This is an optimization exercise on Yosys and OpenROAD, whose aim is small area, a short achievable clock period and few clock cycles, not a production implementation.
RTL that was checked went through simulation tests only; none was proved equivalent to the original.
Power is estimated from default activity; no workload was simulated.

Design ALU_standard_calculator_n_bit, start of the top module:
module ALU_standard_calculator_n_bit #(parameter n = 32)(
    input clk,
    input rst,
    input [2:0] op,
    input signed [n-1:0] a,
    input signed [n-1:0] b,
    output signed [2*n-1:0] result,
    output reg valid_result
);
    localparam W = 40;                
    reg [31:0] H, L;                  
    reg        hs;                    
    reg [31:0] A;                     
    reg        busy;                  
    reg        mmul;                  
    reg        bc;                    
    reg        sq;                    
    reg        dz;                    
    reg        dfirst;                
    reg        dneg;                  
    reg [4:0]  cnt;
    reg [5:0]  lenA, lenB;            
    assign result = {H | {32{hs}}, L};
    wire op_sub = (op == 3'b001);
    wire op_mul = (op == 3'b010);
    wire op_div = (op == 3'b011);
    wire op_and = (op == 3'b100);
    wire op_not = (op == 3'b111);
    wire op_log = op[2];
    wire sa = a[31];
    wire sb = b[31];
    wire [31:0] xa = a ^ {32{sa}};
    wire [31:0] xb = b ^ {32{sb}};
    wire [31:0] x1 = a ^ {32{op_div & sa}};
    wire [31:0] y1 = op[2] ? b | {32{op[1] & op[0]}} : (b ^ {32{op[0]}}) & {32{~op[1]}};
    wire        c1 = op_sub | (op_div & sa);
    wire [31:0] pg = x1 ^ y1;
    wire [31:0] gg = x1 & y1;
    wire [31:0] lg = (pg & {32{~op_and}}) | (gg & {32{~op[1]}});
    function [31:0] smear;
        input [31:0] x;
        reg [31:0] v;
        begin
            v = x;
            v = v | {1'b0, v[31:1]};
            v = v | {2'b0, v[31:2]};
            v = v | {4'b0, v[31:4]};
            v = v | {8'b0, v[31:8]};
  ...
Size: roughly 2,900 cells after synthesis, ~120 flip-flops, roughly 0.021 mm^2 of cells after synthesis.
Settings: LEC_CHECK=0, CAP_MARGIN=20, CORE_MARGIN=2, CORE_UTILIZATION=40, SLEW_MARGIN=20; clock period 18.0 ns.
standard.sh (not shown) runs the stock make flow with config.mk's settings and CLKGATE_MAP_FILE= SYNTH_SCRIPT=/design/flow/synth_recipe.tcl, a recipe that flattens the netlist after the stock synthesis.
==> flow/flow/run.sh <==
#!/bin/bash
set -euo pipefail
bash standard.sh "BUFFER_PORTS_ARGS=-buffer_cell sky130_fd_sc_hd__buf_1" \
  SETUP_SLACK_MARGIN=10.5 TNS_END_PERCENT=10 finish > standard_flow.log 2>&1
Next try:
--- a/flow/design.v
+++ b/flow/design.v
@@ -25,19 +25,19 @@
     wire op_mul = (op == 3'b010);
     wire op_div = (op == 3'b011);
     wire op_and = (op == 3'b100);
     wire op_not = (op == 3'b111);
     wire op_log = op[2];
     wire sa = a[31];
     wire sb = b[31];
     wire [31:0] xa = a ^ {32{sa}};
     wire [31:0] xb = b ^ {32{sb}};
-    wire [31:0] x1 = a ^ {32{op_div & sa}};
+    wire [31:0] x1 = op_div ? xa : a;
     wire [31:0] y1 = op[2] ? b | {32{op[1] & op[0]}} : (b ^ {32{op[0]}}) & {32{~op[1]}};
     wire        c1 = op_sub | (op_div & sa);
     wire [31:0] pg = x1 ^ y1;
     wire [31:0] gg = x1 & y1;
     wire [31:0] lg = (pg & {32{~op_and}}) | (gg & {32{~op[1]}});
     function [31:0] smear;
         input [31:0] x;
         reg [31:0] v;
         begin
Effect: The changed run finished clean. Utilization went down by 0.39 points. First-iteration DRC count went up by about 9%. Critical path depth went up by 4. Total power went down by about 18%. Via count went down by 4.6%. Synthesized area went down by about 3%. Global-route usage went down by 0.20 points.
Testbench counts after the change, summed over its fixed seeds: cycles 13,608.
For the first run of this note, only the layout was checked, not whether the RTL still works.

========
## lane 1
The RTL this note starts from:
==> flow/design.v <==
module ALU_standard_calculator_n_bit #(parameter n = 32)(
    input clk,
    input rst,
    input [2:0] op,
    input signed [n-1:0] a,
    input signed [n-1:0] b,
    output signed [2*n-1:0] result,
    output reg valid_result
);
    localparam W = 40;                
    reg [31:0] H, L;                  
    reg        hs;                    
    reg [31:0] A;                     
    reg        busy;                  
    reg        mmul;                  
    reg        bc;                    
    reg        sq;                    
    reg        dz;                    
    reg        dfirst;                
    reg        dneg;                  
    reg [4:0]  cnt;
    reg [5:0]  lenA, lenB;            
    assign result = {H | {32{hs}}, L};
    wire op_sub = (op == 3'b001);
    wire op_mul = (op == 3'b010);
    wire op_div = (op == 3'b011);
    wire op_and = (op == 3'b100);
    wire op_not = (op == 3'b111);
    wire op_log = op[2];
    wire sa = a[31];
    wire sb = b[31];
    wire [31:0] xa = a ^ {32{sa}};
    wire [31:0] xb = b ^ {32{sb}};
    wire [31:0] x1 = op_div ? xa : a;
    wire [31:0] y1 = op[2] ? b | {32{op[1] & op[0]}} : (b ^ {32{op[0]}}) & {32{~op[1]}};
    wire        c1 = op_sub | (op_div & sa);
    wire [31:0] pg = x1 ^ y1;
    wire [31:0] gg = x1 & y1;
    wire [31:0] lg = (pg & {32{~op_and}}) | (gg & {32{~op[1]}});
    function [31:0] smear;
        input [31:0] x;
        reg [31:0] v;
        begin
            v = x;
            v = v | {1'b0, v[31:1]};
            v = v | {2'b0, v[31:2]};
            v = v | {4'b0, v[31:4]};
            v = v | {8'b0, v[31:8]};
            v = v | {16'b0, v[31:16]};
            smear = v;
        end
    endfunction
    function [5:0] smlen;
        input [31:0] m;
        reg [31:0] h;
        reg [4:0] k;
        integer i;
        begin
            h = m & ~{1'b0, m[31:1]};
            k = 5'd0;
            for (i = 0; i < 32; i = i + 1)
                k = k | (h[i] ? i[4:0] : 5'd0);
            smlen = m[0] ? {1'b0, k} + 6'd1 : 6'd0;
        end
    endfunction
    wire [31:0] smA = smear(xa);
    wire [31:0] smB = smear(xb);
    wire [31:0] smA1 = sa ? {smA[30:0], 1'b1} : smA;    
    wire early = |(smB & ~smA1);                        
    wire [6:0] mq = {1'b0, lenA} - {1'b0, lenB} + 7'd1;
    wire [7:0] mone;
    assign mone[0] = (mq == 1);
    assign mone[1] = (mq == 2);
    assign mone[2] = (mq == 3);
    assign mone[3] = (mq == 4);
    assign mone[4] = (mq == 5) || (mq == 6);
    assign mone[5] = (mq >= 7) && (mq <= 9);
    assign mone[6] = (mq >= 10) && (mq <= 12);
    assign mone[7] = (mq >= 13);
    wire [4:0] dcnt = {mone[7], mone[5] | mone[6] | mone[7], mone[4] | mone[7],      
                       mone[2] | mone[3] | mone[6] | mone[7],
                       mone[1] | mone[3] | mone[4] | mone[6] | mone[7]};
    wire [7:0] msel = mone;
    wire dlast = dfirst ? mone[0] : (cnt == 0);         
    wire [31:0] rinit = msel[0] ? {1'b0,  L[31:1]} :
                        msel[1] ? {2'b0,  L[31:2]} :
                        msel[2] ? {3'b0,  L[31:3]} :
                        msel[3] ? {4'b0,  L[31:4]} :
                        msel[4] ? {6'b0,  L[31:6]} :
                        msel[5] ? {9'b0,  L[31:9]} :
                        msel[6] ? {12'b0, L[31:12]} : 32'b0;
    wire dbit = |(msel & {L[31], L[11], L[8], L[5], L[3], L[2], L[1], L[0]});
    wire [31:0] mask = {{20{msel[7]}}, {3{msel[7] | msel[6]}}, {3{|msel[7:5]}},
                        {2{|msel[7:4]}}, |msel[7:3], |msel[7:2], |msel[7:1], 1'b1};
    wire [31:0] rsrc = dfirst ? rinit : H;             
    wire        rneg_ = rsrc[31];                        
    wire dstep = ~mmul & ~dneg;
    wire [8:0] mb = {L[7:0], bc};
    reg  [3:0] rone, rtwo, rneg;
    integer j;
    always @(*) begin
        for (j = 0; j < 4; j = j + 1) begin
            rone[j] = mmul & (mb[2*j+1] ^ mb[2*j]);
            rtwo[j] = mmul & ((mb[2*j+2] & ~mb[2*j+1] & ~mb[2*j]) | (~mb[2*j+2] & mb[2*j+1] & mb[2*j]));
            rneg[j] = mmul & mb[2*j+2] & ~(mb[2*j+1] & mb[2*j]);
        end
        rone[0] = rone[0] | dstep;
        rneg[0] = rneg[0] | (dstep & (~A[31] ^ rneg_));
    end
    function [33:0] bpp;              
        input one, two, neg;
        input [31:0] m;
        begin
            bpp = (one ? {m[31], m[31], m} : two ? {m[31], m, 1'b0} : 34'b0) ^ {34{neg}};
        end
    endfunction
    wire [33:0] pp0 = bpp(rone[0], rtwo[0], rneg[0], A);
    wire [33:0] pp1 = bpp(rone[1], rtwo[1], rneg[1], A);
    wire [33:0] pp2 = bpp(rone[2], rtwo[2], rneg[2], A);
    wire [33:0] pp3 = bpp(rone[3], rtwo[3], rneg[3], A);
    wire n3 = rneg[3];
    wire [33:0] hrow = dstep ? {~rsrc[31], rsrc, dbit} : {~H[31], H[31], H};
    wire [W-1:0] hr = {6'b0, hrow};
    wire [W-1:0] r0 = {6'b010101, ~pp0[33], pp0[32:0]};
    wire [W-1:0] r1 = {4'b0, ~pp1[33], pp1[32:0], n3, rneg[0]};
    wire [W-1:0] r2 = {2'b0, ~pp2[33], pp2[32:0], n3, rneg[1], n3, n3};
    wire [W-1:0] r3 = {~pp3[33], pp3[32:0], n3, rneg[2], n3, n3, n3, n3};
    wire [W-1:0] s1 = r1 ^ r2 ^ r3;
    wire [W-1:0] k1 = {((r1 & r2) | (r1 & r3) | (r2 & r3)), n3};
    wire [W-1:0] s2 = s1 ^ k1 ^ r0;
    wire [W-1:0] k2 = {((s1 & k1) | (s1 & r0) | (k1 & r0)), n3};
    wire [W-1:0] s3 = s2 ^ k2 ^ hr;
    wire [W-1:0] k3 = {((s2 & k2) | (s2 & hr) | (k2 & hr)), n3};
    wire [33:0] f1 = {x1[31] & ~op_div, x1, c1} + {y1[31], y1, c1};    
    wire [32:0] fsum = f1[33:1];
    wire [W:0] sum1 = {s3, n3 | dneg} + {k3, n3 | dneg};
    wire [W-1:0] sum = sum1[W:1];
    wire ge = ~sum[31];                                 
    wire [31:0] qn = {L[30:0], ge} & mask;              
    always @(posedge clk) begin
        A <= b;
        if (!busy) begin
            mmul <= op_mul;
            bc <= 1'b0;
            sq <= sa ^ sb;
            dz <= (b == 0);
            dfirst <= 1'b1;
            lenA <= smlen(smA1);
            lenB <= smlen(smB);
            cnt <= 5'd3;
            H <= 32'b0;
            hs <= op_log ? lg[31] : fsum[32] & ~op[1];
            L <= op_log ? lg : fsum[31:0] & {32{~(op_div & early)}};
        end else if (!valid_result) begin
            if (mmul) begin
                H <= sum[W-1:8];
                L <= {sum[7:0], L[31:8]};
                bc <= L[7];
                cnt <= cnt - 5'd1;
            end else if (dneg) begin
                H <= 32'b0;
                hs <= sum[31];
                L <= sum[31:0];
            end else begin
                dfirst <= 1'b0;
                H <= dlast ? (sq ? ~qn : 32'b0) : sum[31:0];
                L <= qn;
                cnt <= (dfirst ? dcnt : cnt) - 5'd1;
            end
        end
    end
    always @(posedge clk or posedge rst) begin
        if (rst) begin
            busy <= 1'b0;
            valid_result <= 1'b0;
            dneg <= 1'b0;
        end else begin
            busy <= 1'b1;
            if (!busy) begin
                valid_result <= !(op_mul || (op_div && !early));
            end else if (!valid_result) begin
                if (mmul) begin
                    if (cnt == 0) valid_result <= 1'b1;
                end else if (dneg) begin
                    valid_result <= 1'b1;
                end else if (dlast && !dz) begin
                    if (sq) dneg <= 1'b1;
                    else valid_result <= 1'b1;
                end
            end
        end
    end
endmodule
==> flow/config.mk <==
export PLATFORM = sky130hd
export DESIGN_NAME = ALU_standard_calculator_n_bit
export DESIGN_NICKNAME = ALU_standard_calculator_n_bit
export VERILOG_FILES = /design/flow/design.v
export SDC_FILE = /design/flow/constraint.sdc
export NUM_CORES = 4
export LEC_CHECK = 0
export CAP_MARGIN = 20
export CORE_MARGIN = 2
export CORE_UTILIZATION = 40
export SLEW_MARGIN = 20
==> flow/constraint.sdc <==
create_clock -name core_clock -period 18.0 [get_ports {clk}]
set_input_delay 3.6000 -clock core_clock [delete_from_list [all_inputs] [get_ports {clk}]]
set_output_delay 3.6000 -clock core_clock [all_outputs]
set_load 0.01 [all_outputs]
==> flow/flow/run.sh <==
#!/bin/bash
set -euo pipefail
bash standard.sh "BUFFER_PORTS_ARGS=-buffer_cell sky130_fd_sc_hd__buf_1" \
  SETUP_SLACK_MARGIN=10.5 TNS_END_PERCENT=0 finish > standard_flow.log 2>&1
Lane 1 closes out successfully: all stages finished, all timing, DRC and antenna checks passed.
Testbench counts of lane 1, summed over its fixed seeds: cycles 13,608.
diff inputs: lane 1 => lane 2
--- a/flow/design.v
+++ b/flow/design.v
@@ -20,6 +20,7 @@
     reg        dneg;                  
     reg [4:0]  cnt;
     reg [5:0]  lenA, lenB;            
+    reg [7:0]  mlast;
     assign result = {H | {32{hs}}, L};
     wire op_sub = (op == 3'b001);
     wire op_mul = (op == 3'b010);
@@ -31,7 +32,7 @@
     wire sb = b[31];
     wire [31:0] xa = a ^ {32{sa}};
     wire [31:0] xb = b ^ {32{sb}};
-    wire [31:0] x1 = op_div ? xa : a;
+    wire [31:0] x1 = a ^ {32{op_div & sa}};
     wire [31:0] y1 = op[2] ? b | {32{op[1] & op[0]}} : (b ^ {32{op[0]}}) & {32{~op[1]}};
     wire        c1 = op_sub | (op_div & sa);
     wire [31:0] pg = x1 ^ y1;
@@ -80,7 +81,7 @@
     wire [4:0] dcnt = {mone[7], mone[5] | mone[6] | mone[7], mone[4] | mone[7],      
                        mone[2] | mone[3] | mone[6] | mone[7],
                        mone[1] | mone[3] | mone[4] | mone[6] | mone[7]};
-    wire [7:0] msel = mone;
+    wire [7:0] msel = dfirst ? mone : mlast;
     wire dlast = dfirst ? mone[0] : (cnt == 0);         
     wire [31:0] rinit = msel[0] ? {1'b0,  L[31:1]} :
                         msel[1] ? {2'b0,  L[31:2]} :
@@ -131,9 +132,10 @@
     wire [W-1:0] k2 = {((s1 & k1) | (s1 & r0) | (k1 & r0)), n3};
     wire [W-1:0] s3 = s2 ^ k2 ^ hr;
     wire [W-1:0] k3 = {((s2 & k2) | (s2 & hr) | (k2 & hr)), n3};
-    wire [33:0] f1 = {x1[31] & ~op_div, x1, c1} + {y1[31], y1, c1};    
-    wire [32:0] fsum = f1[33:1];
-    wire [W:0] sum1 = {s3, n3 | dneg} + {k3, n3 | dneg};
+    wire [W-1:0] ax = busy ? s3 : {{8{x1[31] & ~op_div}}, x1};
+    wire [W-1:0] ay = busy ? k3 : {{8{y1[31]}}, y1};
+    wire         ac = busy ? (n3 | dneg) : c1;
+    wire [W:0] sum1 = {ax, ac} + {ay, ac};              
     wire [W-1:0] sum = sum1[W:1];
     wire ge = ~sum[31];                                 
     wire [31:0] qn = {L[30:0], ge} & mask;              
@@ -149,8 +151,8 @@
             lenB <= smlen(smB);
             cnt <= 5'd3;
             H <= 32'b0;
-            hs <= op_log ? lg[31] : fsum[32] & ~op[1];
-            L <= op_log ? lg : fsum[31:0] & {32{~(op_div & early)}};
+            hs <= op_log ? lg[31] : sum[32] & ~op[1];
+            L <= op_log ? lg : sum[31:0] & {32{~(op_div & early)}};
         end else if (!valid_result) begin
             if (mmul) begin
                 H <= sum[W-1:8];
@@ -163,6 +165,7 @@
                 L <= sum[31:0];
             end else begin
                 dfirst <= 1'b0;
+                mlast <= mone;
                 H <= dlast ? (sq ? ~qn : 32'b0) : sum[31:0];
                 L <= qn;
                 cnt <= (dfirst ? dcnt : cnt) - 5'd1;
### Flow results
- Sequential power share was higher in lane 2 than in lane 1.
- Compared with lane 1, in lane 2 via count went up 0.78%; average wire length per cell after detail routing increased by 0.73 um relative to the old numbers; worst slew slack as a fraction of its limit shows a reduction of 2.6 points.
- Compared to lane 1, lane 2 shows a narrower setup margin.
- On routed wire length: between lane 1 and lane 2, it ends up lower for lane 1.
- When lane 2 is measured against lane 1, its count of cell types in the netlist turns out 3 lower.
- Lane 2 ended with less number of instances in the synthesized netlist than lane 1.
- Lane 2: post-route clock period utilization is 0.57 points higher than what lane 1 reported.
- Compared with lane 1, lane 2 ends up with more cell area.
- Synthesized area: lane 2 vs lane 1 up about 1.1%
Testbench counts of lane 2, summed over its fixed seeds: cycles 13,608.

==> re-timing with driven ports <==
No port has a modelled driver above. Below, the same layouts with a new extraction and two added sets of constraints.
Step 1 (the two cells are an assumption about what drives the block):
set clk [get_ports {clk}]
set_driving_cell -lib_cell sky130_fd_sc_hd__clkbuf_16 $clk
set_driving_cell -lib_cell sky130_fd_sc_hd__buf_2 [delete_from_list [all_inputs] $clk]
Step 2 moves the port delays by t, midway between the first and last clock arrival at a register: inputs arrive t later, outputs are due t later. That takes back most of the time a late clock gives input paths.
a / b / c = ideal / step 1 / step 2; a / b = the first two.
run	t (ns)	setup WS [ns]	hold WS [ns]	worst register clock-pin slew, ns
the first run of note 1	0.502	10.480 / 10.514 / 10.011	0.514 / 0.514 / 0.514	0.07 / 0.07
the second run of note 1	0.504	10.703 / 10.722 / 10.230	0.498 / 0.498 / 0.498	0.07 / 0.07
lane 1	0.502	10.627 / 10.642 / 10.166	0.507 / 0.507 / 0.507	0.07 / 0.07
lane 2	0.545	10.524 / 10.550 / 10.005	0.533 / 0.533 / 0.533	0.07 / 0.07
After both steps every run listed still meets setup and hold. For lane 2, which loses most, drivers alone change the setup slack by +0.026 ns; drivers and shift together by -0.519 ns.
